What follows belongs to an exercise in optimizing a design on an open flow for small area, a short achievable clock period and few clock cycles; a production flow would make more cautious choices.
Only simulation tests tie the RTL to the original design; equivalence was not proved.

==> 04-09: inputs <==
## tiny_riscv_processor
module tiny_riscv_processor(
    input wire i_Clk,
    input wire i_Rst_N,
    output wire [31:0] o_mem_addr,
    input wire [31:0] i_mem_data,
    output wire o_read_strobe,
    output wire [31:0] o_mem_write_data,
    output wire [3:0]  o_mem_write_mask
);
    function [31:0] rev(input [31:0] in);
        integer k;
        begin
            for (k = 0; k < 32; k = k + 1) rev[k] = in[31-k];
        end
    endfunction
    reg [29:0] pc_f;         
    reg        a_v;          
    wire [29:0] pc_d = pc_f - 30'd1;
    reg        e_v;
    reg [31:0] e_a, e_b, e_t;
    reg [4:0]  e_rd;
    reg        e_wen;        
    reg        e_ldw;        
    reg        e_ld, e_st, e_br, e_jalr, e_pred;
    reg [2:0]  e_f3;
    reg        e_sub, e_sra;
    reg [8:0]  e_sel;        
    reg        m_ld, m_st;
    reg [29:0] m_addr;
    reg [31:0] m_wdata;
    reg [3:0]  m_mask;
    reg [4:0]  m_rd;
    reg        m_wen;
    reg [2:0]  m_f3;
    reg [1:0]  m_lo;
    reg        w_v;
    reg [4:0]  w_rd;
    reg [2:0]  w_f3;
    reg [1:0]  w_lo;
    reg        l_v;
    reg [4:0]  l_rd;
    reg [31:0] l_val;
    reg [31:0] rf [1:31];
    wire m_busy = m_ld | m_st;
    assign o_mem_addr       = {m_busy ? m_addr : pc_f, 2'b00};
    assign o_read_strobe    = ~m_st;
    assign o_mem_write_data = m_wdata;
    assign o_mem_write_mask = m_mask;
    wire [31:0] w_sh = i_mem_data >> {w_lo, 3'b000};
    reg  [31:0] w_data;
    always @(*) begin
        case (w_f3[1:0])
            2'b00:   w_data = {{24{w_sh[7]  & ~w_f3[2]}}, w_sh[7:0]};
            2'b01:   w_data = {{16{w_sh[15] & ~w_f3[2]}}, w_sh[15:0]};
            default: w_data = w_sh;
        endcase
    end
    wire e_exec   = e_v;
    wire e_wr_now = e_v & e_wen;
    wire [33:0] e_sum1;
    tr_add #(.W(34)) u_alu_add (.a({1'b0, e_a, 1'b1}), .b({1'b0, e_b, e_sub}), .s(e_sum1));
    wire [32:0] e_sum  = e_sum1[33:1];
    wire e_eq, e_lt, e_ltu;
    tr_cmp u_cmp (.a(e_a), .b(e_b), .eq(e_eq), .lt(e_lt), .ltu(e_ltu));
    wire        e_left  = e_sel[1];
    wire [31:0] e_shin  = e_left ? rev(e_a) : e_a;
  ...
==> flow/config.mk <==
export PLATFORM = sky130hd
export DESIGN_NAME = tiny_riscv_processor
export DESIGN_NICKNAME = tiny_riscv_processor
export VERILOG_FILES = /design/flow/design.v
export SDC_FILE = /design/flow/constraint.sdc
export NUM_CORES = 4
export LEC_CHECK = 0
export ABC_CLOCK_PERIOD_IN_PS = 4000
export CAP_MARGIN = 20
export CORE_MARGIN = 2
export CORE_UTILIZATION = 45
export SETUP_SLACK_MARGIN = 5
export SLEW_MARGIN = 20
export SYNTH_HIERARCHICAL = 1
==> flow/constraint.sdc <==
create_clock -name core_clock -period 10.0 [get_ports {i_Clk}]
set_input_delay 2.0000 -clock core_clock [delete_from_list [all_inputs] [get_ports {i_Clk}]]
set_output_delay 2.0000 -clock core_clock [all_outputs]
set_load 0.01 [all_outputs]
standard.sh (not shown) runs the stock make flow with config.mk's settings and CLKGATE_MAP_FILE= SYNTH_SCRIPT=/design/flow/synth_recipe.tcl, a recipe that flattens the netlist after the stock synthesis.
==> flow/flow/run.sh <==
#!/bin/bash
set -o pipefail
bash standard.sh \
  "BUFFER_PORTS_ARGS=-buffer_cell sky130_fd_sc_hd__buf_4" \
  "CTS_ARGS=-sink_clustering_enable -repair_clock_nets -dont_use_dummy_load" \
  finish > flow_make.log 2>&1
==> 04-20 (differences from 04-09) <==
==> flow/run.sh (new file) <==
#!/bin/bash
# synth_recipe.tcl (not shown) runs the flow's synth.tcl, then flattens the netlist and writes it again
# the make line also repeats each setting of config.mk as NAME=value (left out here)
make -C /OpenROAD-flow-scripts/flow DESIGN_CONFIG=/design/flow/config.mk WORK_HOME=/design/flow/orfs CLKGATE_MAP_FILE= SYNTH_SCRIPT=/design/flow/synth_recipe.tcl finish
Settings changed: CORE_UTILIZATION 45 to 35.
removed: flow/flow/run.sh
removed: flow/standard.sh
==> results_dict.tcl <==
set metrics [dict create \
    endpoint "e_b[16]" \
    power.total_mw 14.8 \
    num-fill-cells 13400 \
    power_switching_mw 4.99 \
    outcome "timing/DRC/antenna clean" \
]
(the above is from 04-09)
==> results_dict.tcl <==
set metrics [dict create \
    outcome "timing/DRC/antenna clean" \
    largest_cell_class "flip-flops and latches" \
    m1WireLength_um 123000 \
    finalWorstSetupSlack_ns 4.79 \
    p_comb_share_pct 26.6 \
    critPathTopFamily "buffers and inverters" \
    powerDensity_nw_per_um2 199 \
    power.total_mw 15.7 \
    power_switching_mw 5.43 \
]
(the above is from 04-20)
Testbench counts of 04-09, summed over its fixed seeds: cycles 32,418.
Testbench counts of 04-20, summed over its fixed seeds: cycles 32,418.

[re-timing with driven ports]
In the flow no input, the clock included, has a driving cell. The finished layouts below were timed again as built, in two steps.
Step 1 sets driving cells, clkbuf_16 on the clock port and buf_2 on the other inputs (assumed; they add their load-dependent delay and slew).
Step 2, shift: input delay + t, output delay - t, t = (earliest + latest rising clock arrival at the registers) / 2. This alone moves slack from input paths to output paths.
Three values: ideal ports, drivers, drivers and shift; two values: the first two.
run | shift t [ns] | setup WS [ns] | hold slack, ns | clock arrival spread, ns
04-09 | 0.838 | 4.865 / 4.812 / 3.974 | 0.330 / 0.330 / 0.330 | 0.087 / 0.086
04-20 | 0.891 | 4.790 / 4.844 / 3.953 | 0.339 / 0.339 / 0.339 | 0.077 / 0.077
After both steps every run listed still meets setup and hold. The setup slack of 04-09, which loses most, moves by -0.053 ns with the drivers and by -0.891 ns with both steps.
